Source: an optimization exercise on an open RTL-to-GDS flow (aim: small area, a short achievable clock period and few clock cycles per item). Production flows keep margins and buffers that such runs may drop.
In this exercise RTL edits were held to simulation tests only and were not proved equivalent to the original.

**flow/flow/run.sh**
```bash
#!/bin/bash
bash standard.sh SETUP_SLACK_MARGIN=5.7 finish > standard.log 2>&1
```
**flow/standard.sh**
```bash
#!/bin/bash
# synth_recipe.tcl (not shown) runs the flow's synth.tcl, then flattens the netlist and writes it again
# the make line also repeats each setting of config.mk as NAME=value (left out here)
make -C /OpenROAD-flow-scripts/flow DESIGN_CONFIG=/design/flow/config.mk WORK_HOME=/design/flow/orfs CLKGATE_MAP_FILE= SYNTH_SCRIPT=/design/flow/synth_recipe.tcl "${@:-finish}"
```
**flow/config.mk**
```make
export PLATFORM = sky130hd
export DESIGN_NAME = ahb_lite_fir_filter
export DESIGN_NICKNAME = ahb_lite_fir_filter
export VERILOG_FILES = /design/flow/design.v
export SDC_FILE = /design/flow/constraint.sdc
export NUM_CORES = 4
export LEC_CHECK = 0
export ABC_AREA = 1
export CAP_MARGIN = 20
export CORE_MARGIN = 2
export CORE_UTILIZATION = 40
export SETUP_SLACK_MARGIN = 5
export SLEW_MARGIN = 20
```
**flow/constraint.sdc**
```tcl
create_clock -name core_clock -period 11.0 [get_ports {clk}]
set_input_delay 2.2000 -clock core_clock [delete_from_list [all_inputs] [get_ports {clk}]]
set_output_delay 2.2000 -clock core_clock [all_outputs]
set_load 0.01 [all_outputs]
```
**flow/design.v**
```verilog
module mul_csa (
  input  wire [15:0] x,
  input  wire [8:0]  one,
  input  wire [8:0]  two,
  input  wire [7:0]  neg,
  output wire [22:0] a,
  output wire [22:0] b,
  output wire        cl
);
  wire pp0_0 = ((one[0] & x[0])) ^ neg[0];
  wire pp0_1 = ((one[0] & x[1]) | (two[0] & x[0])) ^ neg[0];
  wire pp0_2 = ((one[0] & x[2]) | (two[0] & x[1])) ^ neg[0];
  wire pp0_3 = ((one[0] & x[3]) | (two[0] & x[2])) ^ neg[0];
  wire pp0_4 = ((one[0] & x[4]) | (two[0] & x[3])) ^ neg[0];
  wire pp0_5 = ((one[0] & x[5]) | (two[0] & x[4])) ^ neg[0];
  wire pp0_6 = ((one[0] & x[6]) | (two[0] & x[5])) ^ neg[0];
  wire pp0_7 = ((one[0] & x[7]) | (two[0] & x[6])) ^ neg[0];
  wire pp0_8 = ((one[0] & x[8]) | (two[0] & x[7])) ^ neg[0];
  wire pp0_9 = ((one[0] & x[9]) | (two[0] & x[8])) ^ neg[0];
  wire pp0_10 = ((one[0] & x[10]) | (two[0] & x[9])) ^ neg[0];
  wire pp0_11 = ((one[0] & x[11]) | (two[0] & x[10])) ^ neg[0];
  wire pp0_12 = ((one[0] & x[12]) | (two[0] & x[11])) ^ neg[0];
  wire pp0_13 = ((one[0] & x[13]) | (two[0] & x[12])) ^ neg[0];
  wire pp0_14 = ((one[0] & x[14]) | (two[0] & x[13])) ^ neg[0];
  wire pp0_15 = ((one[0] & x[15]) | (two[0] & x[14])) ^ neg[0];
  wire pp0_16 = ((two[0] & x[15])) ^ neg[0];
  wire ns0 = ~neg[0];
  wire pp1_0 = ((one[1] & x[0])) ^ neg[1];
  wire pp1_1 = ((one[1] & x[1]) | (two[1] & x[0])) ^ neg[1];
  wire pp1_2 = ((one[1] & x[2]) | (two[1] & x[1])) ^ neg[1];
  wire pp1_3 = ((one[1] & x[3]) | (two[1] & x[2])) ^ neg[1];
  wire pp1_4 = ((one[1] & x[4]) | (two[1] & x[3])) ^ neg[1];
  wire pp1_5 = ((one[1] & x[5]) | (two[1] & x[4])) ^ neg[1];
  wire pp1_6 = ((one[1] & x[6]) | (two[1] & x[5])) ^ neg[1];
  wire pp1_7 = ((one[1] & x[7]) | (two[1] & x[6])) ^ neg[1];
  wire pp1_8 = ((one[1] & x[8]) | (two[1] & x[7])) ^ neg[1];
  wire pp1_9 = ((one[1] & x[9]) | (two[1] & x[8])) ^ neg[1];
  wire pp1_10 = ((one[1] & x[10]) | (two[1] & x[9])) ^ neg[1];
  wire pp1_11 = ((one[1] & x[11]) | (two[1] & x[10])) ^ neg[1];
  wire pp1_12 = ((one[1] & x[12]) | (two[1] & x[11])) ^ neg[1];
  wire pp1_13 = ((one[1] & x[13]) | (two[1] & x[12])) ^ neg[1];
  wire pp1_14 = ((one[1] & x[14]) | (two[1] & x[13])) ^ neg[1];
  wire pp1_15 = ((one[1] & x[15]) | (two[1] & x[14])) ^ neg[1];
  wire pp1_16 = ((two[1] & x[15])) ^ neg[1];
  wire ns1 = ~neg[1];
  wire pp2_0 = ((one[2] & x[0])) ^ neg[2];
  wire pp2_1 = ((one[2] & x[1]) | (two[2] & x[0])) ^ neg[2];
  wire pp2_2 = ((one[2] & x[2]) | (two[2] & x[1])) ^ neg[2];
  wire pp2_3 = ((one[2] & x[3]) | (two[2] & x[2])) ^ neg[2];
  wire pp2_4 = ((one[2] & x[4]) | (two[2] & x[3])) ^ neg[2];
  wire pp2_5 = ((one[2] & x[5]) | (two[2] & x[4])) ^ neg[2];
  wire pp2_6 = ((one[2] & x[6]) | (two[2] & x[5])) ^ neg[2];
  wire pp2_7 = ((one[2] & x[7]) | (two[2] & x[6])) ^ neg[2];
  wire pp2_8 = ((one[2] & x[8]) | (two[2] & x[7])) ^ neg[2];
  wire pp2_9 = ((one[2] & x[9]) | (two[2] & x[8])) ^ neg[2];
  wire pp2_10 = ((one[2] & x[10]) | (two[2] & x[9])) ^ neg[2];
  wire pp2_11 = ((one[2] & x[11]) | (two[2] & x[10])) ^ neg[2];
  wire pp2_12 = ((one[2] & x[12]) | (two[2] & x[11])) ^ neg[2];
  wire pp2_13 = ((one[2] & x[13]) | (two[2] & x[12])) ^ neg[2];
  wire pp2_14 = ((one[2] & x[14]) | (two[2] & x[13])) ^ neg[2];
  wire pp2_15 = ((one[2] & x[15]) | (two[2] & x[14])) ^ neg[2];
  wire pp2_16 = ((two[2] & x[15])) ^ neg[2];
  wire ns2 = ~neg[2];
  wire pp3_0 = ((one[3] & x[0])) ^ neg[3];
  wire pp3_1 = ((one[3] & x[1]) | (two[3] & x[0])) ^ neg[3];
  wire pp3_2 = ((one[3] & x[2]) | (two[3] & x[1])) ^ neg[3];
  wire pp3_3 = ((one[3] & x[3]) | (two[3] & x[2])) ^ neg[3];
  wire pp3_4 = ((one[3] & x[4]) | (two[3] & x[3])) ^ neg[3];
  wire pp3_5 = ((one[3] & x[5]) | (two[3] & x[4])) ^ neg[3];
  wire pp3_6 = ((one[3] & x[6]) | (two[3] & x[5])) ^ neg[3];
  wire pp3_7 = ((one[3] & x[7]) | (two[3] & x[6])) ^ neg[3];
  wire pp3_8 = ((one[3] & x[8]) | (two[3] & x[7])) ^ neg[3];
  wire pp3_9 = ((one[3] & x[9]) | (two[3] & x[8])) ^ neg[3];
  wire pp3_10 = ((one[3] & x[10]) | (two[3] & x[9])) ^ neg[3];
  wire pp3_11 = ((one[3] & x[11]) | (two[3] & x[10])) ^ neg[3];
  wire pp3_12 = ((one[3] & x[12]) | (two[3] & x[11])) ^ neg[3];
  wire pp3_13 = ((one[3] & x[13]) | (two[3] & x[12])) ^ neg[3];
  wire pp3_14 = ((one[3] & x[14]) | (two[3] & x[13])) ^ neg[3];
  wire pp3_15 = ((one[3] & x[15]) | (two[3] & x[14])) ^ neg[3];
  wire pp3_16 = ((two[3] & x[15])) ^ neg[3];
  wire ns3 = ~neg[3];
  wire pp4_0 = ((one[4] & x[0])) ^ neg[4];
  wire pp4_1 = ((one[4] & x[1]) | (two[4] & x[0])) ^ neg[4];
  wire pp4_2 = ((one[4] & x[2]) | (two[4] & x[1])) ^ neg[4];
  wire pp4_3 = ((one[4] & x[3]) | (two[4] & x[2])) ^ neg[4];
  wire pp4_4 = ((one[4] & x[4]) | (two[4] & x[3])) ^ neg[4];
  wire pp4_5 = ((one[4] & x[5]) | (two[4] & x[4])) ^ neg[4];
  wire pp4_6 = ((one[4] & x[6]) | (two[4] & x[5])) ^ neg[4];
  wire pp4_7 = ((one[4] & x[7]) | (two[4] & x[6])) ^ neg[4];
  wire pp4_8 = ((one[4] & x[8]) | (two[4] & x[7])) ^ neg[4];
  wire pp4_9 = ((one[4] & x[9]) | (two[4] & x[8])) ^ neg[4];
  wire pp4_10 = ((one[4] & x[10]) | (two[4] & x[9])) ^ neg[4];
  wire pp4_11 = ((one[4] & x[11]) | (two[4] & x[10])) ^ neg[4];
  wire pp4_12 = ((one[4] & x[12]) | (two[4] & x[11])) ^ neg[4];
  wire pp4_13 = ((one[4] & x[13]) | (two[4] & x[12])) ^ neg[4];
  wire pp4_14 = ((one[4] & x[14]) | (two[4] & x[13])) ^ neg[4];
  wire pp4_15 = ((one[4] & x[15]) | (two[4] & x[14])) ^ neg[4];
  wire pp4_16 = ((two[4] & x[15])) ^ neg[4];
  wire ns4 = ~neg[4];
  wire pp5_0 = ((one[5] & x[0])) ^ neg[5];
  wire pp5_1 = ((one[5] & x[1]) | (two[5] & x[0])) ^ neg[5];
  wire pp5_2 = ((one[5] & x[2]) | (two[5] & x[1])) ^ neg[5];
  wire pp5_3 = ((one[5] & x[3]) | (two[5] & x[2])) ^ neg[5];
  wire pp5_4 = ((one[5] & x[4]) | (two[5] & x[3])) ^ neg[5];
  wire pp5_5 = ((one[5] & x[5]) | (two[5] & x[4])) ^ neg[5];
  wire pp5_6 = ((one[5] & x[6]) | (two[5] & x[5])) ^ neg[5];
  wire pp5_7 = ((one[5] & x[7]) | (two[5] & x[6])) ^ neg[5];
  wire pp5_8 = ((one[5] & x[8]) | (two[5] & x[7])) ^ neg[5];
  wire pp5_9 = ((one[5] & x[9]) | (two[5] & x[8])) ^ neg[5];
  wire pp5_10 = ((one[5] & x[10]) | (two[5] & x[9])) ^ neg[5];
  wire pp5_11 = ((one[5] & x[11]) | (two[5] & x[10])) ^ neg[5];
  wire pp5_12 = ((one[5] & x[12]) | (two[5] & x[11])) ^ neg[5];
  wire pp5_13 = ((one[5] & x[13]) | (two[5] & x[12])) ^ neg[5];
  wire pp5_14 = ((one[5] & x[14]) | (two[5] & x[13])) ^ neg[5];
  wire pp5_15 = ((one[5] & x[15]) | (two[5] & x[14])) ^ neg[5];
  wire pp5_16 = ((two[5] & x[15])) ^ neg[5];
  wire ns5 = ~neg[5];
  wire pp6_0 = ((one[6] & x[0])) ^ neg[6];
  wire pp6_1 = ((one[6] & x[1]) | (two[6] & x[0])) ^ neg[6];
  wire pp6_2 = ((one[6] & x[2]) | (two[6] & x[1])) ^ neg[6];
  wire pp6_3 = ((one[6] & x[3]) | (two[6] & x[2])) ^ neg[6];
  wire pp6_4 = ((one[6] & x[4]) | (two[6] & x[3])) ^ neg[6];
  wire pp6_5 = ((one[6] & x[5]) | (two[6] & x[4])) ^ neg[6];
  wire pp6_6 = ((one[6] & x[6]) | (two[6] & x[5])) ^ neg[6];
  wire pp6_7 = ((one[6] & x[7]) | (two[6] & x[6])) ^ neg[6];
  wire pp6_8 = ((one[6] & x[8]) | (two[6] & x[7])) ^ neg[6];
  wire pp6_9 = ((one[6] & x[9]) | (two[6] & x[8])) ^ neg[6];
  wire pp6_10 = ((one[6] & x[10]) | (two[6] & x[9])) ^ neg[6];
  wire pp6_11 = ((one[6] & x[11]) | (two[6] & x[10])) ^ neg[6];
  wire pp6_12 = ((one[6] & x[12]) | (two[6] & x[11])) ^ neg[6];
  wire pp6_13 = ((one[6] & x[13]) | (two[6] & x[12])) ^ neg[6];
  wire pp6_14 = ((one[6] & x[14]) | (two[6] & x[13])) ^ neg[6];
  wire pp6_15 = ((one[6] & x[15]) | (two[6] & x[14])) ^ neg[6];
  wire pp6_16 = ((two[6] & x[15])) ^ neg[6];
  wire ns6 = ~neg[6];
  wire pp7_0 = ((one[7] & x[0])) ^ neg[7];
  wire pp7_1 = ((one[7] & x[1]) | (two[7] & x[0])) ^ neg[7];
  wire pp7_2 = ((one[7] & x[2]) | (two[7] & x[1])) ^ neg[7];
  wire pp7_3 = ((one[7] & x[3]) | (two[7] & x[2])) ^ neg[7];
  wire pp7_4 = ((one[7] & x[4]) | (two[7] & x[3])) ^ neg[7];
  wire pp7_5 = ((one[7] & x[5]) | (two[7] & x[4])) ^ neg[7];
  wire pp7_6 = ((one[7] & x[6]) | (two[7] & x[5])) ^ neg[7];
  wire pp7_7 = ((one[7] & x[7]) | (two[7] & x[6])) ^ neg[7];
  wire pp7_8 = ((one[7] & x[8]) | (two[7] & x[7])) ^ neg[7];
  wire pp7_9 = ((one[7] & x[9]) | (two[7] & x[8])) ^ neg[7];
  wire pp7_10 = ((one[7] & x[10]) | (two[7] & x[9])) ^ neg[7];
  wire pp7_11 = ((one[7] & x[11]) | (two[7] & x[10])) ^ neg[7];
  wire pp7_12 = ((one[7] & x[12]) | (two[7] & x[11])) ^ neg[7];
  wire pp7_13 = ((one[7] & x[13]) | (two[7] & x[12])) ^ neg[7];
  wire pp7_14 = ((one[7] & x[14]) | (two[7] & x[13])) ^ neg[7];
  wire pp7_15 = ((one[7] & x[15]) | (two[7] & x[14])) ^ neg[7];
  wire pp7_16 = ((two[7] & x[15])) ^ neg[7];
  wire ns7 = ~neg[7];
  wire pp8_0 = one[8] & x[0];
  wire pp8_1 = one[8] & x[1];
  wire pp8_2 = one[8] & x[2];
  wire pp8_3 = one[8] & x[3];
  wire pp8_4 = one[8] & x[4];
  wire pp8_5 = one[8] & x[5];
  wire pp8_6 = one[8] & x[6];
  wire pp8_7 = one[8] & x[7];
  wire pp8_8 = one[8] & x[8];
  wire pp8_9 = one[8] & x[9];
  wire pp8_10 = one[8] & x[10];
  wire pp8_11 = one[8] & x[11];
  wire pp8_12 = one[8] & x[12];
  wire pp8_13 = one[8] & x[13];
  wire pp8_14 = one[8] & x[14];
  wire pp8_15 = one[8] & x[15];
  wire s1 = neg[5] ^ pp0_10;
  wire c2 = neg[5] & pp0_10;
  wire s3 = pp0_11 ^ pp1_9;
  wire c4 = pp0_11 & pp1_9;
  wire s5 = neg[6] ^ pp0_12 ^ pp1_10;
  wire c6 = (neg[6] & pp0_12) | (pp1_10 & (neg[6] ^ pp0_12));
  wire s7 = pp2_8 ^ pp3_6;
  wire c8 = pp2_8 & pp3_6;
  wire s9 = pp0_13 ^ pp1_11 ^ pp2_9;
  wire c10 = (pp0_13 & pp1_11) | (pp2_9 & (pp0_13 ^ pp1_11));
  wire s11 = pp3_7 ^ pp4_5;
  wire c12 = pp3_7 & pp4_5;
  wire s13 = neg[7] ^ pp0_14 ^ pp1_12;
  wire c14 = (neg[7] & pp0_14) | (pp1_12 & (neg[7] ^ pp0_14));
  wire s15 = pp2_10 ^ pp3_8 ^ pp4_6;
  wire c16 = (pp2_10 & pp3_8) | (pp4_6 & (pp2_10 ^ pp3_8));
  wire s17 = pp5_4 ^ pp6_2;
  wire c18 = pp5_4 & pp6_2;
  wire s19 = pp0_15 ^ pp1_13 ^ pp2_11;
  wire c20 = (pp0_15 & pp1_13) | (pp2_11 & (pp0_15 ^ pp1_13));
  wire s21 = pp3_9 ^ pp4_7 ^ pp5_5;
  wire c22 = (pp3_9 & pp4_7) | (pp5_5 & (pp3_9 ^ pp4_7));
  wire s23 = pp6_3 ^ pp7_1;
  wire c24 = pp6_3 & pp7_1;
  wire s25 = pp0_16 ^ pp1_14 ^ pp2_12;
  wire c26 = (pp0_16 & pp1_14) | (pp2_12 & (pp0_16 ^ pp1_14));
  wire s27 = pp3_10 ^ pp4_8 ^ pp5_6;
  wire c28 = (pp3_10 & pp4_8) | (pp5_6 & (pp3_10 ^ pp4_8));
  wire s29 = pp6_4 ^ pp7_2 ^ pp8_0;
  wire c30 = (pp6_4 & pp7_2) | (pp8_0 & (pp6_4 ^ pp7_2));
  wire s31 = neg[0] ^ pp1_15 ^ pp2_13;
  wire c32 = (neg[0] & pp1_15) | (pp2_13 & (neg[0] ^ pp1_15));
  wire s33 = pp3_11 ^ pp4_9 ^ pp5_7;
  wire c34 = (pp3_11 & pp4_9) | (pp5_7 & (pp3_11 ^ pp4_9));
  wire s35 = pp6_5 ^ pp7_3 ^ pp8_1;
  wire c36 = (pp6_5 & pp7_3) | (pp8_1 & (pp6_5 ^ pp7_3));
  wire s37 = neg[0] ^ pp1_16 ^ pp2_14;
  wire c38 = (neg[0] & pp1_16) | (pp2_14 & (neg[0] ^ pp1_16));
  wire s39 = pp3_12 ^ pp4_10 ^ pp5_8;
  wire c40 = (pp3_12 & pp4_10) | (pp5_8 & (pp3_12 ^ pp4_10));
  wire s41 = pp6_6 ^ pp7_4 ^ pp8_2;
  wire c42 = (pp6_6 & pp7_4) | (pp8_2 & (pp6_6 ^ pp7_4));
  wire s43 = ns0 ^ ns1 ^ pp2_15;
  wire c44 = (ns0 & ns1) | (pp2_15 & (ns0 ^ ns1));
  wire s45 = pp3_13 ^ pp4_11 ^ pp5_9;
  wire c46 = (pp3_13 & pp4_11) | (pp5_9 & (pp3_13 ^ pp4_11));
  wire s47 = pp6_7 ^ pp7_5 ^ pp8_3;
  wire c48 = (pp6_7 & pp7_5) | (pp8_3 & (pp6_7 ^ pp7_5));
  wire s49 = 1'b1 ^ pp2_16 ^ pp3_14;
  wire c50 = (1'b1 & pp2_16) | (pp3_14 & (1'b1 ^ pp2_16));
  wire s51 = pp4_12 ^ pp5_10 ^ pp6_8;
  wire c52 = (pp4_12 & pp5_10) | (pp6_8 & (pp4_12 ^ pp5_10));
  wire s53 = pp7_6 ^ pp8_4;
  wire c54 = pp7_6 & pp8_4;
  wire s55 = ns2 ^ pp3_15 ^ pp4_13;
  wire c56 = (ns2 & pp3_15) | (pp4_13 & (ns2 ^ pp3_15));
  wire s57 = pp5_11 ^ pp6_9 ^ pp7_7;
  wire c58 = (pp5_11 & pp6_9) | (pp7_7 & (pp5_11 ^ pp6_9));
  wire s59 = 1'b1 ^ pp3_16 ^ pp4_14;
  wire c60 = (1'b1 & pp3_16) | (pp4_14 & (1'b1 ^ pp3_16));
  wire s61 = pp5_12 ^ pp6_10;
  wire c62 = pp5_12 & pp6_10;
  wire s63 = ns3 ^ pp4_15 ^ pp5_13;
  wire c64 = (ns3 & pp4_15) | (pp5_13 & (ns3 ^ pp4_15));
  wire s65 = 1'b1 ^ pp4_16;
  wire c66 = 1'b1 & pp4_16;
  wire s67 = neg[3] ^ pp0_6;
  wire c68 = neg[3] & pp0_6;
  wire s69 = pp0_7 ^ pp1_5;
  wire c70 = pp0_7 & pp1_5;
  wire s71 = neg[4] ^ pp0_8 ^ pp1_6;
  wire c72 = (neg[4] & pp0_8) | (pp1_6 & (neg[4] ^ pp0_8));
  wire s73 = pp2_4 ^ pp3_2;
  wire c74 = pp2_4 & pp3_2;
  wire s75 = pp0_9 ^ pp1_7 ^ pp2_5;
  wire c76 = (pp0_9 & pp1_7) | (pp2_5 & (pp0_9 ^ pp1_7));
  wire s77 = pp3_3 ^ pp4_1;
  wire c78 = pp3_3 & pp4_1;
  wire s79 = pp1_8 ^ pp2_6 ^ pp3_4;
  wire c80 = (pp1_8 & pp2_6) | (pp3_4 & (pp1_8 ^ pp2_6));
  wire s81 = pp4_2 ^ pp5_0 ^ s1;
  wire c82 = (pp4_2 & pp5_0) | (s1 & (pp4_2 ^ pp5_0));
  wire s83 = pp2_7 ^ pp3_5 ^ pp4_3;
  wire c84 = (pp2_7 & pp3_5) | (pp4_3 & (pp2_7 ^ pp3_5));
  wire s85 = pp5_1 ^ c2 ^ s3;
  wire c86 = (pp5_1 & c2) | (s3 & (pp5_1 ^ c2));
  wire s87 = pp4_4 ^ pp5_2 ^ pp6_0;
  wire c88 = (pp4_4 & pp5_2) | (pp6_0 & (pp4_4 ^ pp5_2));
  wire s89 = c4 ^ s5 ^ s7;
  wire c90 = (c4 & s5) | (s7 & (c4 ^ s5));
  wire s91 = pp5_3 ^ pp6_1 ^ c6;
  wire c92 = (pp5_3 & pp6_1) | (c6 & (pp5_3 ^ pp6_1));
  wire s93 = c8 ^ s9 ^ s11;
  wire c94 = (c8 & s9) | (s11 & (c8 ^ s9));
  wire s95 = pp7_0 ^ c10 ^ c12;
  wire c96 = (pp7_0 & c10) | (c12 & (pp7_0 ^ c10));
  wire s97 = s13 ^ s15 ^ s17;
  wire c98 = (s13 & s15) | (s17 & (s13 ^ s15));
  wire s99 = c14 ^ c16 ^ c18;
  wire c100 = (c14 & c16) | (c18 & (c14 ^ c16));
  wire s101 = s19 ^ s21 ^ s23;
  wire c102 = (s19 & s21) | (s23 & (s19 ^ s21));
  wire s103 = c20 ^ c22 ^ c24;
  wire c104 = (c20 & c22) | (c24 & (c20 ^ c22));
  wire s105 = s25 ^ s27 ^ s29;
  wire c106 = (s25 & s27) | (s29 & (s25 ^ s27));
  wire s107 = c26 ^ c28 ^ c30;
  wire c108 = (c26 & c28) | (c30 & (c26 ^ c28));
  wire s109 = s31 ^ s33 ^ s35;
  wire c110 = (s31 & s33) | (s35 & (s31 ^ s33));
  wire s111 = c32 ^ c34 ^ c36;
  wire c112 = (c32 & c34) | (c36 & (c32 ^ c34));
  wire s113 = s37 ^ s39 ^ s41;
  wire c114 = (s37 & s39) | (s41 & (s37 ^ s39));
  wire s115 = c38 ^ c40 ^ c42;
  wire c116 = (c38 & c40) | (c42 & (c38 ^ c40));
  wire s117 = s43 ^ s45 ^ s47;
  wire c118 = (s43 & s45) | (s47 & (s43 ^ s45));
  wire s119 = c44 ^ c46 ^ c48;
  wire c120 = (c44 & c46) | (c48 & (c44 ^ c46));
  wire s121 = s49 ^ s51 ^ s53;
  wire c122 = (s49 & s51) | (s53 & (s49 ^ s51));
  wire s123 = pp8_5 ^ c50 ^ c52;
  wire c124 = (pp8_5 & c50) | (c52 & (pp8_5 ^ c50));
  wire s125 = c54 ^ s55 ^ s57;
  wire c126 = (c54 & s55) | (s57 & (c54 ^ s55));
  wire s127 = pp7_8 ^ pp8_6 ^ c56;
  wire c128 = (pp7_8 & pp8_6) | (c56 & (pp7_8 ^ pp8_6));
  wire s129 = c58 ^ s59 ^ s61;
  wire c130 = (c58 & s59) | (s61 & (c58 ^ s59));
  wire s131 = pp6_11 ^ pp7_9 ^ pp8_7;
  wire c132 = (pp6_11 & pp7_9) | (pp8_7 & (pp6_11 ^ pp7_9));
  wire s133 = c60 ^ c62 ^ s63;
  wire c134 = (c60 & c62) | (s63 & (c60 ^ c62));
  wire s135 = pp5_14 ^ pp6_12 ^ pp7_10;
  wire c136 = (pp5_14 & pp6_12) | (pp7_10 & (pp5_14 ^ pp6_12));
  wire s137 = pp8_8 ^ c64 ^ s65;
  wire c138 = (pp8_8 & c64) | (s65 & (pp8_8 ^ c64));
  wire s139 = ns4 ^ pp5_15 ^ pp6_13;
  wire c140 = (ns4 & pp5_15) | (pp6_13 & (ns4 ^ pp5_15));
  wire s141 = pp7_11 ^ pp8_9 ^ c66;
  wire c142 = (pp7_11 & pp8_9) | (c66 & (pp7_11 ^ pp8_9));
  wire s143 = 1'b1 ^ pp5_16 ^ pp6_14;
  wire c144 = (1'b1 & pp5_16) | (pp6_14 & (1'b1 ^ pp5_16));
  wire s145 = pp7_12 ^ pp8_10;
  wire c146 = pp7_12 & pp8_10;
  wire s147 = ns5 ^ pp6_15 ^ pp7_13;
  wire c148 = (ns5 & pp6_15) | (pp7_13 & (ns5 ^ pp6_15));
  wire s149 = 1'b1 ^ pp6_16;
  wire c150 = 1'b1 & pp6_16;
  wire s151 = neg[2] ^ pp0_4;
  wire c152 = neg[2] & pp0_4;
  wire s153 = pp0_5 ^ pp1_3;
  wire c154 = pp0_5 & pp1_3;
  wire s155 = pp1_4 ^ pp2_2 ^ pp3_0;
  wire c156 = (pp1_4 & pp2_2) | (pp3_0 & (pp1_4 ^ pp2_2));
  wire s157 = pp2_3 ^ pp3_1 ^ c68;
  wire c158 = (pp2_3 & pp3_1) | (c68 & (pp2_3 ^ pp3_1));
  wire s159 = pp4_0 ^ c70 ^ s71;
  wire c160 = (pp4_0 & c70) | (s71 & (pp4_0 ^ c70));
  wire s161 = c72 ^ c74 ^ s75;
  wire c162 = (c72 & c74) | (s75 & (c72 ^ c74));
  wire s163 = c76 ^ c78 ^ s79;
  wire c164 = (c76 & c78) | (s79 & (c76 ^ c78));
  wire s165 = c80 ^ s83 ^ c82;
  wire c166 = (c80 & s83) | (c82 & (c80 ^ s83));
  wire s167 = c84 ^ s87 ^ c86;
  wire c168 = (c84 & s87) | (c86 & (c84 ^ s87));
  wire s169 = c88 ^ c90 ^ s91;
  wire c170 = (c88 & c90) | (s91 & (c88 ^ c90));
  wire s171 = c92 ^ c94 ^ s95;
  wire c172 = (c92 & c94) | (s95 & (c92 ^ c94));
  wire s173 = c96 ^ c98 ^ s99;
  wire c174 = (c96 & c98) | (s99 & (c96 ^ c98));
  wire s175 = c100 ^ c102 ^ s103;
  wire c176 = (c100 & c102) | (s103 & (c100 ^ c102));
  wire s177 = c104 ^ c106 ^ s107;
  wire c178 = (c104 & c106) | (s107 & (c104 ^ c106));
  wire s179 = c108 ^ c110 ^ s111;
  wire c180 = (c108 & c110) | (s111 & (c108 ^ c110));
  wire s181 = c112 ^ c114 ^ s115;
  wire c182 = (c112 & c114) | (s115 & (c112 ^ c114));
  wire s183 = c116 ^ c118 ^ s119;
  wire c184 = (c116 & c118) | (s119 & (c116 ^ c118));
  wire s185 = c120 ^ c122 ^ s123;
  wire c186 = (c120 & c122) | (s123 & (c120 ^ c122));
  wire s187 = c124 ^ c126 ^ s127;
  wire c188 = (c124 & c126) | (s127 & (c124 ^ c126));
  wire s189 = s131 ^ c128 ^ c130;
  wire c190 = (s131 & c128) | (c130 & (s131 ^ c128));
  wire s191 = c132 ^ s135 ^ c134;
  wire c192 = (c132 & s135) | (c134 & (c132 ^ s135));
  wire s193 = c136 ^ s139 ^ c138;
  wire c194 = (c136 & s139) | (c138 & (c136 ^ s139));
  wire s195 = c140 ^ s143 ^ s145;
  wire c196 = (c140 & s143) | (s145 & (c140 ^ s143));
  wire s197 = pp8_11 ^ c144 ^ c146;
  wire c198 = (pp8_11 & c144) | (c146 & (pp8_11 ^ c144));
  wire s199 = pp7_14 ^ pp8_12 ^ c148;
  wire c200 = (pp7_14 & pp8_12) | (c148 & (pp7_14 ^ pp8_12));
  wire s201 = ns6 ^ pp7_15 ^ pp8_13;
  wire c202 = (ns6 & pp7_15) | (pp8_13 & (ns6 ^ pp7_15));
  wire s203 = 1'b1 ^ pp7_16;
  wire c204 = 1'b1 & pp7_16;
  wire s205 = neg[1] ^ pp0_2;
  wire c206 = neg[1] & pp0_2;
  wire s207 = pp0_3 ^ pp1_1;
  wire c208 = pp0_3 & pp1_1;
  wire s209 = pp1_2 ^ pp2_0 ^ s151;
  wire c210 = (pp1_2 & pp2_0) | (s151 & (pp1_2 ^ pp2_0));
  wire s211 = pp2_1 ^ c152 ^ s153;
  wire c212 = (pp2_1 & c152) | (s153 & (pp2_1 ^ c152));
  wire s213 = s67 ^ c154 ^ s155;
  wire c214 = (s67 & c154) | (s155 & (s67 ^ c154));
  wire s215 = s69 ^ c156 ^ s157;
  wire c216 = (s69 & c156) | (s157 & (s69 ^ c156));
  wire s217 = s73 ^ c158 ^ s159;
  wire c218 = (s73 & c158) | (s159 & (s73 ^ c158));
  wire s219 = s77 ^ c160 ^ s161;
  wire c220 = (s77 & c160) | (s161 & (s77 ^ c160));
  wire s221 = s81 ^ c162 ^ s163;
  wire c222 = (s81 & c162) | (s163 & (s81 ^ c162));
  wire s223 = s85 ^ c164 ^ s165;
  wire c224 = (s85 & c164) | (s165 & (s85 ^ c164));
  wire s225 = s89 ^ c166 ^ s167;
  wire c226 = (s89 & c166) | (s167 & (s89 ^ c166));
  wire s227 = s93 ^ c168 ^ s169;
  wire c228 = (s93 & c168) | (s169 & (s93 ^ c168));
  wire s229 = s97 ^ c170 ^ s171;
  wire c230 = (s97 & c170) | (s171 & (s97 ^ c170));
  wire s231 = s101 ^ c172 ^ s173;
  wire c232 = (s101 & c172) | (s173 & (s101 ^ c172));
  wire s233 = s105 ^ c174 ^ s175;
  wire c234 = (s105 & c174) | (s175 & (s105 ^ c174));
  wire s235 = s109 ^ c176 ^ s177;
  wire c236 = (s109 & c176) | (s177 & (s109 ^ c176));
  wire s237 = s113 ^ c178 ^ s179;
  wire c238 = (s113 & c178) | (s179 & (s113 ^ c178));
  wire s239 = s117 ^ c180 ^ s181;
  wire c240 = (s117 & c180) | (s181 & (s117 ^ c180));
  wire s241 = s121 ^ c182 ^ s183;
  wire c242 = (s121 & c182) | (s183 & (s121 ^ c182));
  wire s243 = s125 ^ c184 ^ s185;
  wire c244 = (s125 & c184) | (s185 & (s125 ^ c184));
  wire s245 = s129 ^ c186 ^ s187;
  wire c246 = (s129 & c186) | (s187 & (s129 ^ c186));
  wire s247 = s133 ^ c188 ^ s189;
  wire c248 = (s133 & c188) | (s189 & (s133 ^ c188));
  wire s249 = s137 ^ c190 ^ s191;
  wire c250 = (s137 & c190) | (s191 & (s137 ^ c190));
  wire s251 = s141 ^ c192 ^ s193;
  wire c252 = (s141 & c192) | (s193 & (s141 ^ c192));
  wire s253 = c142 ^ s195 ^ c194;
  wire c254 = (c142 & s195) | (c194 & (c142 ^ s195));
  wire s255 = s147 ^ c196 ^ s197;
  wire c256 = (s147 & c196) | (s197 & (s147 ^ c196));
  wire s257 = s149 ^ c198 ^ s199;
  wire c258 = (s149 & c198) | (s199 & (s149 ^ c198));
  wire s259 = c150 ^ s201 ^ c200;
  wire c260 = (c150 & s201) | (c200 & (c150 ^ s201));
  wire s261 = pp8_14 ^ c202 ^ s203;
  wire c262 = (pp8_14 & c202) | (s203 & (pp8_14 ^ c202));
  wire [7:0] la = {c214, c212, c210, c208, c206, pp1_0, pp0_1, neg[0]};
  wire [7:0] lb = {s215, s213, s211, s209, s207, s205, 1'b0, pp0_0};
  wire [8:0] ls = {1'b0, la} + {1'b0, lb};
  assign cl = ls[8];
  assign a[0] = c216;
  assign b[0] = s217;
  assign a[1] = c218;
  assign b[1] = s219;
  assign a[2] = c220;
  assign b[2] = s221;
  assign a[3] = c222;
  assign b[3] = s223;
  assign a[4] = c224;
  assign b[4] = s225;
  assign a[5] = c226;
  assign b[5] = s227;
  assign a[6] = c228;
  assign b[6] = s229;
  assign a[7] = c230;
  assign b[7] = s231;
  assign a[8] = c232;
  assign b[8] = s233;
  assign a[9] = c234;
  assign b[9] = s235;
  assign a[10] = c236;
  assign b[10] = s237;
  assign a[11] = c238;
  assign b[11] = s239;
  assign a[12] = c240;
  assign b[12] = s241;
  assign a[13] = c242;
  assign b[13] = s243;
  assign a[14] = c244;
  assign b[14] = s245;
  assign a[15] = c246;
  assign b[15] = s247;
  assign a[16] = c248;
  assign b[16] = s249;
  assign a[17] = c250;
  assign b[17] = s251;
  assign a[18] = c252;
  assign b[18] = s253;
  assign a[19] = c254;
  assign b[19] = s255;
  assign a[20] = c256;
  assign b[20] = s257;
  assign a[21] = c258;
  assign b[21] = s259;
  assign a[22] = c260;
  assign b[22] = s261;
endmodule
module booth_enc (
    input  wire [15:0] c,
    output wire [8:0]  one,
    output wire [8:0]  two,
    output wire [7:0]  neg
);
    wire [18:0] ce = {2'b00, c, 1'b0};
    genvar j;
    generate
        for (j = 0; j < 9; j = j + 1) begin : g
            wire b2 = ce[2*j+2];
            wire b1 = ce[2*j+1];
            wire b0 = ce[2*j];
            assign one[j] = b1 ^ b0;
            assign two[j] = (b2 & ~b1 & ~b0) | (~b2 & b1 & b0);
            if (j < 8) begin : gn
                assign neg[j] = b2;
            end
        end
    endgenerate
endmodule
module prefix16 (
    input  wire [15:0] g,
    input  wire [15:0] p,
    output wire        G,
    output wire        P
);
    wire [7:0] ga, pa;
    wire [3:0] gb, pb;
    wire [1:0] gc, pc;
    genvar i;
    generate
        for (i = 0; i < 8; i = i + 1) begin : l1
            assign ga[i] = g[2*i+1] | (p[2*i+1] & g[2*i]);
            assign pa[i] = p[2*i+1] & p[2*i];
        end
        for (i = 0; i < 4; i = i + 1) begin : l2
            assign gb[i] = ga[2*i+1] | (pa[2*i+1] & ga[2*i]);
            assign pb[i] = pa[2*i+1] & pa[2*i];
        end
        for (i = 0; i < 2; i = i + 1) begin : l3
            assign gc[i] = gb[2*i+1] | (pb[2*i+1] & gb[2*i]);
            assign pc[i] = pb[2*i+1] & pb[2*i];
        end
    endgenerate
    assign G = gc[1] | (pc[1] & gc[0]);
    assign P = pc[1] & pc[0];
endmodule
module ahb_lite_fir_filter (
    input  wire        clk,
    input  wire        n_rst,
    input  wire        hsel,
    input  wire [3:0]  haddr,
    input  wire        hsize,
    input  wire [1:0]  htrans,
    input  wire        hwrite,
    input  wire [15:0] hwdata,
    output reg  [15:0] hrdata,
    output reg         hresp
);
    wire xfer = hsel & (htrans != 2'b00);
    always @(*) begin
        hresp = 1'b0;
        if (xfer) begin
            if (hwrite) hresp = (haddr[3:2] == 2'b00) | (haddr == 4'd15);
            else        hresp = (haddr == 4'd15);
        end
    end
    wire wr_ok    = xfer & hwrite & (haddr[3:2] != 2'b00) & (haddr != 4'd15);
    wire s_wr_nx  = wr_ok & (haddr[3:1] == 3'd2);
    reg        wv;           
    reg        hw_lo;        
    reg        hw_hi;
    reg [3:0]  wa;
    reg        ws;
    reg [3:0]  ra;           
    reg        rs;
    always @(posedge clk, negedge n_rst) begin
        if (!n_rst) begin
            wv <= 1'b0; hw_lo <= 1'b0; hw_hi <= 1'b0;
        end else begin
            wv    <= wr_ok;
            hw_lo <= s_wr_nx & (hsize | ~haddr[0]);
            hw_hi <= s_wr_nx & (hsize | haddr[0]);
        end
    end
    always @(posedge clk) begin
        wa <= haddr;
        ws <= hsize;
        ra <= haddr;
        rs <= hsize;
    end
    wire w_lo  = ws | ~wa[0];
    wire w_hi  = ws | wa[0];
    wire s_wr  = hw_lo | hw_hi;                        
    wire ld    = wv & (wa == 4'd14) & hwdata[0];       
    wire [3:0] f_wr;
    assign f_wr[0] = wv & (wa[3:1] == 3'd3);
    assign f_wr[1] = wv & (wa[3:1] == 3'd4);
    assign f_wr[2] = wv & (wa[3:1] == 3'd5);
    assign f_wr[3] = wv & (wa[3:1] == 3'd6);
    reg [15:0] F0, F1, F2, F3;       
    reg [15:0] C0, C1, C2, C3;       
    reg [15:0] S, H1, H2;            
    reg [15:0] result;               
    reg        rneg;                 
    reg        err;
    reg [1:0] zf0, zf1, zf2, zf3;    
    reg [1:0] zc0, zc1, zc2, zc3;    
    reg       zs, zh1, zh2, zr;      
    always @(posedge clk, negedge n_rst) begin
        if (!n_rst) begin
            zf0 <= 2'b11; zf1 <= 2'b11; zf2 <= 2'b11; zf3 <= 2'b11;
            zc0 <= 2'b11; zc1 <= 2'b11; zc2 <= 2'b11; zc3 <= 2'b11;
        end else begin
            if (f_wr[0] & w_lo) zf0[0] <= 1'b0;
            if (f_wr[0] & w_hi) zf0[1] <= 1'b0;
            if (f_wr[1] & w_lo) zf1[0] <= 1'b0;
            if (f_wr[1] & w_hi) zf1[1] <= 1'b0;
            if (f_wr[2] & w_lo) zf2[0] <= 1'b0;
            if (f_wr[2] & w_hi) zf2[1] <= 1'b0;
            if (f_wr[3] & w_lo) zf3[0] <= 1'b0;
            if (f_wr[3] & w_hi) zf3[1] <= 1'b0;
            if (ld) begin
                zc0 <= zf0; zc1 <= zf1; zc2 <= zf2; zc3 <= zf3;
            end
        end
    end
    always @(posedge clk) begin
        begin
            if (f_wr[0] & w_lo) F0[7:0]  <= hwdata[7:0];
            if (f_wr[0] & w_hi) F0[15:8] <= hwdata[15:8];
            if (f_wr[1] & w_lo) F1[7:0]  <= hwdata[7:0];
            if (f_wr[1] & w_hi) F1[15:8] <= hwdata[15:8];
            if (f_wr[2] & w_lo) F2[7:0]  <= hwdata[7:0];
            if (f_wr[2] & w_hi) F2[15:8] <= hwdata[15:8];
            if (f_wr[3] & w_lo) F3[7:0]  <= hwdata[7:0];
            if (f_wr[3] & w_hi) F3[15:8] <= hwdata[15:8];
        end
    end
    always @(posedge clk) begin
        if (ld) begin
            C0 <= F0; C1 <= F1; C2 <= F2; C3 <= F3;
        end
    end
    wire [15:0] F0v = {zf0[1] ? 8'd0 : F0[15:8], zf0[0] ? 8'd0 : F0[7:0]};
    wire [15:0] F1v = {zf1[1] ? 8'd0 : F1[15:8], zf1[0] ? 8'd0 : F1[7:0]};
    wire [15:0] F2v = {zf2[1] ? 8'd0 : F2[15:8], zf2[0] ? 8'd0 : F2[7:0]};
    wire [15:0] F3v = {zf3[1] ? 8'd0 : F3[15:8], zf3[0] ? 8'd0 : F3[7:0]};
    wire [15:0] C3v = {zc3[1] ? 8'd0 : C3[15:8], zc3[0] ? 8'd0 : C3[7:0]};
    localparam J_IDLE = 3'd0, J_L3 = 3'd1, J_L2 = 3'd2, J_W2 = 3'd3, J_T1 = 3'd4;
    localparam T_NONE = 3'd0, T_P0 = 3'd5, T_L3 = 3'd1, T_L2 = 3'd2, T_W2 = 3'd3, T_T1 = 3'd4;
    reg        pend;         
    reg        acc_ok;       
    reg [2:0]  jq;           
    reg        shifted;      
    reg        msh;          
    reg [1:0]  mbk;          
    reg [2:0]  tag;          
    reg [2:0]  mop;          
    reg        sx_s, sx_h1, sx_h2;           
    reg        sc0, sc1, sc2, sc3;           
    reg [17:0] ACC;          
    wire complete_now = pend & acc_ok & (tag == T_P0);
    wire step = (mop != T_P0);
    wire gs  = sx_s  & ~zs;
    wire gh1 = sx_h1 & ~zh1;
    wire gh2 = sx_h2 & ~zh2;
    wire [15:0] xo = ({16{gs}} & S) | ({16{gh1}} & H1) | ({16{gh2}} & H2);
    wire [7:0] ca_lo = ({8{sc0 & ~zc0[0]}} & C0[7:0]) | ({8{sc1 & ~zc1[0]}} & C1[7:0])
                     | ({8{sc2 & ~zc2[0]}} & C2[7:0]) | ({8{sc3 & ~zc3[0]}} & C3[7:0]);
    wire [7:0] ca_hi = ({8{sc0 & ~zc0[1]}} & C0[15:8]) | ({8{sc1 & ~zc1[1]}} & C1[15:8])
                     | ({8{sc2 & ~zc2[1]}} & C2[15:8]) | ({8{sc3 & ~zc3[1]}} & C3[15:8]);
    wire [15:0] ca = {ca_hi, ca_lo};
    wire [15:0] xa = {hw_hi ? hwdata[15:8] : xo[15:8], hw_lo ? hwdata[7:0] : xo[7:0]};
    wire [8:0] a_one, a_two;
    wire [7:0] a_neg;
    booth_enc ENCA (.c(ca), .one(a_one), .two(a_two), .neg(a_neg));
    wire [22:0] ma_a, ma_b;
    wire        ma_c;
    mul_csa MA (.x(xa), .one(a_one), .two(a_two), .neg(a_neg), .a(ma_a), .b(ma_b), .cl(ma_c));
    reg [22:0] pa, pb;
    reg        pcl;
    always @(posedge clk) begin
        pa  <= ma_a;
        pb  <= ma_b;
        pcl <= ma_c;
    end
    wire [24:0] U2  = {1'b0, pa, 1'b1} + {1'b0, pb, pcl};
    wire [23:0] U   = U2[24:1];
    wire [15:0] T   = U[22:7];
    wire [7:0]  lo2 = {1'b0, pa[6:0]} + {1'b0, pb[6:0]} + {7'd0, pcl};
    wire        cin = lo2[7];
    wire [15:0] ph  = pa[22:7];
    wire [15:0] qh  = pb[22:7];
    wire [15:0] nk  = ~ACC[15:0];
    wire [15:0] sv  = ph ^ qh ^ nk;
    wire [15:0] cm  = (ph & qh) | (ph & nk) | (qh & nk);
    wire [15:0] g1 = ph & qh;
    wire [15:0] p1 = ph | qh;
    wire [15:0] g2 = sv & {cm[14:0], 1'b0};
    wire [15:0] p2 = sv | {cm[14:0], 1'b0};
    wire gw, pw, gr, pr;
    prefix16 PW (.g(g1), .p(p1), .G(gw), .P(pw));
    prefix16 PR (.g(g2), .p(p2), .G(gr), .P(pr));
    wire w    = gw | (pw & cin);
    wire c16  = gr | (pr & cin);
    wire ovf3 = ~ACC[17] & ACC[16];
    wire err4 = ACC[17] & (w ? (cm[15] & c16) : (cm[15] | c16));
    wire err_n = ovf3 | err4;
    wire        a_sub = (tag == T_P0) | (tag == T_L2) | (tag == T_W2);
    wire [17:0] a_op  = (tag == T_W2) ? {2'b00, M3} : (tag == T_L3) ? 18'd0 : ACC;
    wire [18:0] a_s2  = {a_op, 1'b1} + {{2'b00, T} ^ {18{a_sub}}, a_sub};
    wire [17:0] a_sum = a_s2[18:1];
    wire        mb_act = (mbk != 2'd3);
    wire [15:0] xm = ({16{~msh & ~zh1}} & H1) | ({16{msh & ~zh2}} & H2);
    reg  [2:0]  mneg, mone, mtwo;    
    wire [16:0] mg0 = ({17{mone[0]}} & {1'b0, xm}) | ({17{mtwo[0]}} & {xm, 1'b0});
    wire [16:0] mg1 = ({17{mone[1]}} & {1'b0, xm}) | ({17{mtwo[1]}} & {xm, 1'b0});
    wire [16:0] mg2 = ({17{mone[2]}} & {1'b0, xm}) | ({17{mtwo[2]}} & {xm, 1'b0});
    reg         mbp;                 
    reg  [21:0] mbacc;
    wire [15:0] M3 = mbacc[15:0];
    wire [26:0] r0 = {{8{mneg[0]}}, mg0 ^ {17{mneg[0]}}, 1'b0, (mbk != 2'd0) & mbp};
    wire [26:0] r1 = {{6{mneg[1]}}, mg1 ^ {17{mneg[1]}}, 1'b0, mneg[0], 2'b00};
    wire [26:0] r2 = {{4{mneg[2]}}, mg2 ^ {17{mneg[2]}}, 1'b0, mneg[1], 4'b0000};
    wire [26:0] r3 = (mbk == 2'd0) ? 27'd0 : {{6{mbacc[21]}}, mbacc[21:1]};
    wire [26:0] k1s = r0 ^ r1 ^ r2;
    wire [26:0] k1c = {((r0 & r1) | (r0 & r2) | (r1 & r2)), 1'b0};
    wire [26:0] k2s = k1s ^ k1c ^ r3;
    wire [26:0] k2c = {((k1s & k1c) | (k1s & r3) | (k1c & r3)), 1'b0};
    wire [26:0] mbsum = k2s + k2c;
    always @(posedge clk) begin
        if (mb_act) begin
            mbacc <= mbsum[26:5];
            mbp   <= mneg[2];
        end
        if (tag == T_L3 || tag == T_L2 || tag == T_W2 || tag == T_T1) ACC <= a_sum;
    end
    reg [2:0] jq_n;
    always @(*) begin
        if (ld)        jq_n = J_L3;
        else if (step) jq_n = (mop == T_L3) ? J_L2 : (mop == T_T1) ? J_IDLE : J_T1;
        else           jq_n = complete_now ? J_W2 : jq;
    end
    wire [2:0] tag_n    = ld ? T_NONE : mop;
    wire       pend_n   = s_wr | (pend & ~complete_now);
    wire       acc_ok_n = ~ld & ~complete_now & (acc_ok | (tag == T_T1));
    wire       shift_n  = ~ld & ~complete_now & (shifted | s_wr);
    wire [1:0] mbk_n    = (ld | complete_now) ? 2'd0 : (mbk == 2'd3) ? 2'd3 : mbk + 2'd1;
    wire       cpl_nx = pend_n & acc_ok_n & (tag_n == T_P0);
    wire [2:0] jq_nx  = cpl_nx ? J_W2 : jq_n;
    wire       sh_nx  = shift_n & ~cpl_nx;
    reg  [2:0] mop_n;
    always @(*) begin
        if (s_wr_nx) mop_n = T_P0;
        else case (jq_nx)
            J_L3:    mop_n = T_L3;
            J_L2:    mop_n = T_L2;
            J_W2:    mop_n = T_W2;
            J_T1:    mop_n = T_T1;
            default: mop_n = T_P0;
        endcase
    end
    wire [15:0] c3_n = ld ? F3v : C3v;
    wire [18:0] c3e  = {2'b00, c3_n, 1'b0};
    reg  [6:0]  cw;
    always @(*) begin
        case (mbk_n)
            2'd0:    cw = c3e[6:0];
            2'd1:    cw = c3e[12:6];
            default: cw = c3e[18:12];
        endcase
    end
    reg [2:0] mneg_n, mone_n, mtwo_n;
    integer q;
    always @(*) begin
        for (q = 0; q < 3; q = q + 1) begin
            mone_n[q] = cw[2*q+1] ^ cw[2*q];
            mtwo_n[q] = (cw[2*q+2] & ~cw[2*q+1] & ~cw[2*q]) | (~cw[2*q+2] & cw[2*q+1] & cw[2*q]);
            mneg_n[q] = cw[2*q+2];
        end
    end
    always @(posedge clk, negedge n_rst) begin
        if (!n_rst) begin
            mone <= 3'd0; mtwo <= 3'd0; mneg <= 3'd0;
        end else begin
            mone <= mone_n; mtwo <= mtwo_n; mneg <= mneg_n;
        end
    end
    always @(posedge clk, negedge n_rst) begin
        if (!n_rst) begin
            zs <= 1'b1; zh1 <= 1'b1; zh2 <= 1'b1; zr <= 1'b1;
            err <= 1'b0;
            pend <= 1'b0; acc_ok <= 1'b0;
            jq <= J_L3; shifted <= 1'b0; msh <= 1'b0; mbk <= 2'd0; tag <= T_NONE;
            mop <= T_L3;
            sx_s <= 1'b0; sx_h1 <= 1'b0; sx_h2 <= 1'b1;
            sc0 <= 1'b0; sc1 <= 1'b0; sc2 <= 1'b0; sc3 <= 1'b1;
        end else begin
            if (s_wr) begin
                zs  <= 1'b0;
                zh1 <= zs;
                zh2 <= zh1;
            end
            if (complete_now) begin
                err <= err_n;
                zr  <= 1'b0;
            end
            if (ld) err <= 1'b0;
            pend    <= pend_n;
            acc_ok  <= acc_ok_n;
            jq      <= jq_n;
            shifted <= shift_n;
            msh     <= ~ld & ~complete_now & (msh | s_wr);
            mbk     <= mbk_n;
            tag     <= tag_n;
            mop     <= mop_n;
            sx_s    <= (mop_n == T_P0) | ((mop_n == T_T1) & ~sh_nx);
            sx_h1   <= ((mop_n == T_T1) & sh_nx) | (((mop_n == T_L2) | (mop_n == T_W2)) & ~sh_nx);
            sx_h2   <= (mop_n == T_L3) | (((mop_n == T_L2) | (mop_n == T_W2)) & sh_nx);
            sc0     <= (mop_n == T_P0);
            sc1     <= (mop_n == T_T1);
            sc2     <= (mop_n == T_L2) | (mop_n == T_W2);
            sc3     <= (mop_n == T_L3);
        end
    end
    always @(posedge clk) begin
        if (s_wr) begin
            S  <= xa;
            H1 <= S;
            H2 <= H1;
        end
        if (complete_now) begin
            result <= a_sum[15:0];
            rneg   <= a_sum[17];
        end
    end
    wire busy_o = pend & ~complete_now;
    wire err_o  = complete_now ? err_n : err;
    wire [15:0] rmag = rneg ? (~result + 16'd1) : result;
    reg [15:0] rv;
    always @(*) begin
        case (ra[3:1])
            3'd0:    rv = {7'd0, err_o, 7'd0, busy_o};
            3'd1:    rv = zr ? 16'd0 : rmag;
            3'd2:    rv = zs ? 16'd0 : S;
            3'd3:    rv = F0v;
            3'd4:    rv = F1v;
            3'd5:    rv = F2v;
            3'd6:    rv = F3v;
            default: rv = 16'd0;
        endcase
        hrdata[15:8] = (rs | ra[0])  ? rv[15:8] : 8'd0;
        hrdata[7:0]  = (rs | ~ra[0]) ? rv[7:0]  : 8'd0;
    end
endmodule
```
==> flow_summary.ini, run 1 <==
[setup_path]
arrival_ns = 3.00
cp_max_fo = 2
cpPeakStageDelay_ns = 0.45
critPathBufInv = 2
worst-path-stages = 4
cp_slowest_cell = clkdlybuf4s50_1
ff2ff_setup_slack_ns = 5.89
cp.required_ns = 8.80
crit_path_start = htrans[1]
critPathLaunchType = primary input
cp_top_family = buffers and inverters
crit_type = in -> out
path_cells = clkdlybuf4s50_1 > o21ai_1 > a21oi_2 > buf_2
crit_end = hresp
worst_r2r_path_depth = 17
r2r_end = pb[14]
end_kind = output pin
reg2reg_from = zc2[1]

[layout]
final_cell_mix = inv_1 (487), nand2_1 (363), edfxtp_1 (234)
final_common_cell = inv_1
multi_input_area_um2 = 13600
drive_gt1_frac = 0.103
diodes = 0
nNetsFinal = 3107
ff_latch_area_um2 = 9480
fillers = 5951
utilization = 0.457
area_growth_syn_to_layout_pct = 13.5

[floorplanning]
coreArea_um2 = 62600
start_util = 0.402
die_x_um = 255
dieArea_um2 = 65000
num_io_pins = 44
row_count = 92
fp.dieH_um = 255

[logic_synthesis]
syn-instance-count = 2736
synth_cell_type_count = 61
synth_edf_count = 234
synth_fp_nets = 3035
ys.flop_type = edfxtp_1
syn_avg_cell_area_um2 = 9.21
synth.area.top_cells = edfxtp_1 (28%), fa_1 (13%), xor2_1 (7.5%)
synth-seq-cells = 341
synth.cell_area_um2 = 25200
ys_seq_area_frac = 0.376
netlist.area_leader.share = 0.279
yosysTopAreaCell = edfxtp_1
ys_async_sr_fraction = 0.161
yosysWarnings = 1

[sta]
worst_pin_slew_ns = 1.05
fin_skew_ns = 0.0374
finalCriticalPeriod_ns = 5.20
max-slew-margin-rel = 0.301
maxClockFrequency_mhz = 192
slew_violations = 0
finalSetupTns_ns = 0
grt_setup_unrepaired = yes
hold_violations = 0
fin_crit_sh = 0.473
finalWorstSetupSlack_ns = 5.80
final-setup-viol-count = 0

[clocking]
cts_inserted_buffers = 41
cts.path.max_buffers = 3
path_clk_slew_ns = 0.06
h-tree-depth = 2
cts_tree = built
insertion_delay_ns = 0.60
cts.sinks = 341
clockRootBuffer = clkbuf_16

[drt]
routed_wl_mm = 75.2
first_pass_iters = 7
via_count = 19880
viasPerCell = 5.39
drc = 0
drt_iter0_drc = 1832
ant_nets = 0
wl_per_cell_um = 20.4

[global_route]
grt_pass1_wl_mm = 115
grt_max_degree = 78
antenna_found_initial = 0
grt_pass1_vias = 19474
grt_overflow = 0
track_usage = 0.232

[placed_design]
portBuffers = 43
pre_cts_ws_ns = 4.78
hpwl_mm = 56.5
routabilityCongestion = 0.909

[flow_run]
maxCapViolations = 0

[outcome]
outcome = finished clean

[hold_path]
hold_class = reg -> reg
repair_timing:
| item | 4_1_cts | 5_1_grt |
|---|---|---|
| gates resized for setup | 41 | 69 |
| endpoints found under the setup margin | 40 | 43 |
| buffers inserted | 11 | 24 |
| hold buffers | 0 | 0 |
| cloned | 0 | 1 |
| endpoints found under the hold margin | 0 | 0 |
| pin swaps | 5 | 20 |
kinds of logic after synthesis:
group,after synthesis,share of synthesized area
flip-flops,341,0.376
buffers and inverters,601,0.0942
AND/OR/NAND/NOR,752,0.127
AO/OA/AOI/OAI,522,0.133
XOR/XNOR,248,0.0862
adder cells (fa/ha/maj),272,0.183
worst reg2reg max path: stages (launching register included):
cell and delay [ns]:
dfstp_2 0.53, or2_1 0.31, inv_2 0.12, nand2_1 0.07
nand3_1 0.12, a21oi_4 0.64, inv_4 0.24, nand2_1 0.16
nand2_2 0.30, o22ai_1 0.34, xor2_1 0.13, fa_1 0.49
inv_1 0.05, fa_1 0.38, fa_1 0.52, inv_1 0.06
fa_1 0.49, inv_1 0.04
area by class of cell:
class | instances | area share
clock buffer | 54 | 0.0390
clock inverter | 22 | 0.0116
inverter | 521 | 0.0694
multi-input combinational | 1794 | 0.476
sequential | 341 | 0.332
tap | 846 | 0.0370
timing repair buffer | 109 | 0.0355
metal layers:
layer | share of wire | vias to the layer above | routed length [um] | global-route usage
met1 | 0.44 | 9735 | 33100 | 0.329
li1 | - | 9216 | - | -
met4 | 0.028 | 0 | 2090 | 0.0647
met3 | 0.076 | 124 | 5740 | 0.0336
met5 | 0 | - | 0 | 0
met2 | 0.46 | 805 | 34200 | 0.371
worst min-delay path by stage:
stage	slack (ns)	cells past startpoint	endpoint	start
finish	0.44	0	C0[1]	F0[1]
global route	0.46	0	C2[8]	F2[8]
CTS	0.45	0	H2[15]	H1[15]
detailed placement	0.43	0	H2[15]	H1[15]
global placement	0.43	0	C2[14]	F2[14]
floorplan	0.43	0	H1[11]	S[11]
state kept, by name (all words and copies together) (netlist names), 18 cells and up:
signal,cells
mbacc,22
pa,23
ACC,18
pb,23
synth_stat cells (all sizes together), types with 5 or more instances:
| master | instances |
|---|---|
| inv | 513 |
| fa | 162 |
| o22ai | 216 |
| nand2 | 389 |
| dfstp | 24 |
| a221oi | 5 |
| a211oi | 5 |
| xnor2 | 33 |
| nor3 | 36 |
| o21ai | 112 |
| a31oi | 22 |
| clkbuf | 31 |
| a32oi | 9 |
| dfrtp | 31 |
| buf | 49 |
| a21o | 6 |
| edfxtp | 234 |
| nor2 | 181 |
| o21a | 10 |
| dfxtp | 52 |
| nand4 | 16 |
| clkinv | 8 |
| o31ai | 6 |
| nand3 | 111 |
| ha | 110 |
| a21oi | 104 |
| xor2 | 215 |
| or2 | 7 |
metrics by stage:
step                hold slack (ns)  std cells  cell area (um^2)
CTS                           0.446       3661             28200
detailed placement            0.433       3574             26500
floorplan                     0.426       2736             25200
global placement              0.430       3574             26500
global route                  0.460       3687             28600
finish                        0.443       3687             28600
Testbench counts, summed over its fixed seeds: cycles 4,880, samples 1,600.
==> run 2: changes to the inputs <==
--- a/flow/config.mk
+++ b/flow/config.mk
@@ -9,5 +9,6 @@
 export CAP_MARGIN = 20
 export CORE_MARGIN = 2
 export CORE_UTILIZATION = 40
+export CTS_BUF_LIST = sky130_fd_sc_hd__clkbuf_4 sky130_fd_sc_hd__clkbuf_8
 export SETUP_SLACK_MARGIN = 5
 export SLEW_MARGIN = 20
==> flow_summary.ini, run 2 <==
[floorplanning]
coreArea_um2 = 62600
die_x_um = 255
num_io_pins = 44
dieArea_um2 = 65000
start_util = 0.402
fp.dieH_um = 255
row_count = 92

[global_route]
antenna_found_initial = 1
grt_max_degree = 78
grt_pass1_vias = 19672
grt_overflow = 0
grt_pass1_wl_mm = 116
track_usage = 0.233

[sta]
fin_skew_ns = 0.0720
final-setup-viol-count = 0
fin_crit_sh = 0.482
grt_setup_unrepaired = yes
worst_pin_slew_ns = 1.08
maxClockFrequency_mhz = 189
max-slew-margin-rel = 0.280
finalSetupTns_ns = 0
finalCriticalPeriod_ns = 5.30
hold_violations = 0
slew_violations = 0

[drt]
first_pass_iters = 5
ant_nets = 0
via_count = 20036
viasPerCell = 5.37
wl_per_cell_um = 20.3
drc = 0
drt_iter0_drc = 1893
routed_wl_mm = 75.7

[logic_synthesis]
synth.cell_area_um2 = 25200
syn-instance-count = 2736
ys.flop_type = edfxtp_1
synth_edf_count = 234
ys_seq_area_frac = 0.376
synth_fp_nets = 3035
synth-seq-cells = 341
yosysWarnings = 1
synth_common_cells = inv_1 (498), nand2_1 (373), edfxtp_1 (234)
synth.most_common_cell = inv_1
ys_async_sr_fraction = 0.161
yosysTopAreaCell = edfxtp_1
synth_cell_type_count = 61
syn_avg_cell_area_um2 = 9.21
netlist.area_leader.share = 0.279
synth.area.top_cells = edfxtp_1 (28%), fa_1 (13%), xor2_1 (7.5%)

[layout]
fin_cells = 3728
area_growth_syn_to_layout_pct = 13.3
drive_gt1_frac = 0.118
reg.largest.list = pa x23, pb x23, mbacc x22
nNetsFinal = 3128
utilization = 0.456
final_common_cell = inv_1
final_cell_mix = inv_1 (487), nand2_1 (363), edfxtp_1 (234)
fillers = 6000

[setup_path]
cp.required_ns = 8.80
end_kind = output pin
critPathLaunchType = flip-flop
arrival_ns = 3.10
crit_type = reg -> out
cp_max_fo = 2

[placed_design]
hpwl_mm = 56.5
portBuffers = 43
dp_cells = 3574
routabilityCongestion = 0.909

[clocking]
h-tree-depth = 2
cts.path.max_buffers = 3
path_clk_slew_ns = 0.06
holdBufCountCts = 0
cts_inserted_buffers = 61
insertion_delay_ns = 0.72
cts_tree = built
cts.sinks = 341
clockRootBuffer = clkbuf_8

[hold_path]
hold_class = reg -> reg

[outcome]
outcome = finished clean

[flow_run]
maxCapViolations = 0
[run 2: cell counts after synthesis]
Identical to the previous run, type by type.
[run 2: worst max-delay path, stage by stage, from the launching register on]
cell and delay, ns:
edfxtp_1 0.44, fa_1 0.48, nand2_2 0.09, o21a_1 0.15, nand2_2 0.09, nor2_2 0.15
nand3_1 0.09, nand3_1 0.09, nand2_1 0.09, nand2_2 0.10, nand2_1 0.08, nand2_1 0.06
nand2_1 0.08, a21oi_4 0.24, buf_6 0.14
[run 2: cell families (layout without fill, tap and decap cells)]
family | after synthesis | in the layout | synth area share
xor+xnor | 248 | 248 | 0.0862
compound gates | 522 | 522 | 0.133
flops | 341 | 341 | 0.376
simple gates | 752 | 752 | 0.127
fa+ha+maj | 272 | 272 | 0.183
other cells | 0 | 1 | 0
buf+inv | 601 | 746 | 0.0942
[run 2: layer usage]
| layer | wire [um] | GRT usage | up-vias |
|---|---|---|---|
| met4 | 1880 | 0.0635 | 0 |
| li1 | - | - | 9272 |
| met1 | 33200 | 0.331 | 9746 |
| met5 | 0 | 0 | - |
| met3 | 6210 | 0.0370 | 130 |
| met2 | 34400 | 0.370 | 888 |
[run 2: final cells by class]
cell class	instances	area, um^2	share of cell area
clock buffers	83	1090	0.0382
clock inverters	32	325	0.0114
diodes	1	2.50	0.0000876
inverters	521	1990	0.0697
flip-flops and latches	341	9480	0.332
multi-input cells	1794	13600	0.477
well taps	846	1060	0.0371
repair buffers	110	978	0.0343
[run 2: per-stage QoR]
step | hold WS (ns) | setup WS, ns | area [um^2]
final | 0.422 | 5.70 | 28600
after detailed placement | 0.433 | 4.78 | 26500
after global routing | 0.439 | 5.52 | 28600
after global placement | 0.430 | 4.91 | 26500
after CTS | 0.417 | 5.45 | 28200
after floorplan | 0.426 | 5.79 | 25200
[run 2: timing repair]
item | CTS | global route
pin swaps | 6 | 16
resized for setup | 52 | 59
buffers inserted | 12 | 26
endpoints found under the setup margin | 41 | 43
[run 2: path summary, 6_finish.rpt]
check | from | to | slack [ns] | depth (start not counted)
setup / recovery | ACC[15] | hrdata[8] | 5.70 | 14
hold / removal | S[13] | H1[13] | 0.42 | 0
setup reg to reg | zc2[1] | pb[14] | 5.77 | 17
hold reg to reg | S[13] | H1[13] | 0.42 | 0
max in group asynchronous | n_rst | sc0 | 8.89 | 2
min in group asynchronous | n_rst | sc1 | 1.64 | 2
==> run 3: changes to the inputs <==
--- a/flow/config.mk
+++ b/flow/config.mk
@@ -8,7 +8,6 @@
 export ABC_AREA = 1
 export CAP_MARGIN = 20
 export CORE_MARGIN = 2
-export CORE_UTILIZATION = 40
-export CTS_BUF_LIST = sky130_fd_sc_hd__clkbuf_4 sky130_fd_sc_hd__clkbuf_8
+export CORE_UTILIZATION = 50
 export SETUP_SLACK_MARGIN = 5
 export SLEW_MARGIN = 20
==> flow_summary.ini, run 3 <==
[logic_synthesis]
synth-adder-area-share = 0.183
synth_common_cells = inv_1 (498), nand2_1 (373), edfxtp_1 (234)
ys_seq_area_frac = 0.376
synthMuxAreaShare = 0
ys_async_sr_fraction = 0.161
syn_avg_cell_area_um2 = 9.21
synthSimpleGateAreaFrac = 0.127
ys.flop_type = edfxtp_1
synth.area.top_cells = edfxtp_1 (28%), fa_1 (13%), xor2_1 (7.5%)
synth_top_family_by_area = adder cells
synth-seq-cells = 341
synth_fp_nets = 3035
yosysWarnings = 1
synth.cell_area_um2 = 25200
synth_edf_count = 234
synthXorXnorAreaFrac = 0.0862
netlist.area_leader.share = 0.279
synth_cell_type_count = 61

[global_route]
antenna_found_initial = 0
track_usage = 0.288
grt_pass1_wl_mm = 116
grt_overflow = 0
grt_max_degree = 56

[placed_design]
hpwl_mm = 56.8
dpl_cell_area_um2 = 26300

[setup_path]
critPathBufInv = 2
cp_max_fo = 2
cp_top_family = buffers and inverters
r2r_end = pb[6]
path_cells = clkdlybuf4s50_1 > o21ai_0 > a21oi_1 > buf_2
reg2reg_from = zc2[0]
worst_r2r_path_depth = 18
end_kind = output pin
ff2ff_setup_slack_ns = 5.84
crit_path_start = htrans[1]
arrival_ns = 3.03

[layout]
final_common_cell = inv_1
ff_latch_area_um2 = 9480
reg.largest.list = pa x23, pb x23, mbacc x22
design_area_um2 = 28600
area_growth_syn_to_layout_pct = 13.4
multi_input_area_um2 = 13700
diodes = 0
nNetsFinal = 3119

[drt]
via_count = 20097
first_pass_iters = 6
ant_nets = 0
viasPerCell = 5.70
drt_iter0_drc = 2569
routed_wl_mm = 75.6
drc = 0

[outcome]
outcome = finished clean

[clocking]
cts_tree = built
cts.sinks = 341
clockRootBuffer = clkbuf_16
cts_inserted_buffers = 40
insertion_delay_ns = 0.62

[floorplanning]
dieArea_um2 = 52200
row_count = 82
fp.dieH_um = 228

[hold_path]
min_from = S[6]

[sta]
fin_skew_ns = 0.0685
slew_violations = 0
fin_crit_sh = 0.476
grt_setup_unrepaired = yes
finalCriticalPeriod_ns = 5.23
maxClockFrequency_mhz = 191
-- run 3: what timing repair did --
action / CTS / global route
setup buffers: 10 / 44
setup endpoints to repair: 39 / 47
gates resized for setup: 49 / 54
pin swaps: 9 / 18
-- run 3: layer usage --
metal  GRT usage  routed length, um  vias up
li1            -                  -     9249
met3      0.0378               5950      124
met5           0                  0        -
met2       0.452              34300      973
met1       0.428              33900     9751
met4      0.0629               1520        0
-- run 3: layout make-up --
type	instances	share of cell area
clock buffers	60	0.0464
clock inverters	14	0.00622
inverters	521	0.0695
multi-input cells	1794	0.478
flip-flops and latches	341	0.332
well taps	672	0.0294
repair buffers	122	0.0390
-- run 3: logic make-up (layout without fill, tap and decap cells) --
family / after synthesis / count (layout)
and+or+nand+nor: 752 / 752
buffers and inverters: 601 / 717
AOI/OAI and AO/OA: 522 / 522
DFF: 341 / 341
adders and majority gates: 272 / 272
xor gates and xnor gates: 248 / 248
-- run 3: worst reg2reg max path, stage by stage, from the launching register on --
cell	delay, ns
dfstp_2	0.52
or2_1	0.23
inv_2	0.12
nand2_1	0.08
o21ai_0	0.15
nor2_1	0.14
buf_4	0.24
inv_2	0.21
or2_1	0.29
nand2_1	0.51
o22ai_1	0.21
xor2_1	0.20
fa_1	0.53
inv_1	0.06
fa_1	0.42
fa_1	0.52
inv_1	0.05
fa_1	0.48
inv_1	0.04
-- run 3: worst min path at each step --
stage / endpoint / slack, ns / cells past startpoint
floorplan: H1[11] / 0.43 / 0
global placement: C0[10] / 0.43 / 0
detailed placement: C3[9] / 0.43 / 0
CTS: H1[6] / 0.41 / 0
global route: H1[6] / 0.41 / 0
finish: H1[6] / 0.40 / 0
-- run 3: stage by stage --
stage | setup slack [ns] | hold slack [ns] | instances
floorplan | 5.79 | 0.426 | 2736
global placement | 4.83 | 0.431 | 3395
detailed placement | 4.78 | 0.433 | 3395
CTS | 5.70 | 0.410 | 3479
global route | 5.68 | 0.412 | 3524
finish | 5.77 | 0.404 | 3524

==> separate check: timing with driven ports <==
The results above use ideal ports. As a check the final layouts listed here were re-extracted and re-timed, cells and wires unchanged.
Step 1: set_driving_cell puts a clkbuf_16 on clk and a buf_2 on each other input, an assumption about the parent block.
Step 2 also shifts input and output timing later by t, the mid clock arrival at the registers, as if the neighbouring blocks saw the same clock.
Slacks: ideal ports / drivers / drivers and shift; pairs: ideal ports / drivers.
run	t, ns	slack for setup (ns)	hold WS [ns]	slew at the worst register clock pin (ns)	worst data-port slew with drivers (ns)
run 1	0.646	5.799 / 5.766 / 5.242	0.443 / 0.443 / 0.443	0.06 / 0.06	0.04
run 2	0.741	5.702 / 5.645 / 5.066	0.422 / 0.422 / 0.422	0.07 / 0.07	0.04
run 3	0.650	5.766 / 5.739 / 5.177	0.404 / 0.404 / 0.404	0.07 / 0.07	0.04
After both steps every run listed still meets setup and hold. For run 2, which loses most, drivers alone change the setup slack by -0.057 ns; drivers and shift together by -0.636 ns.
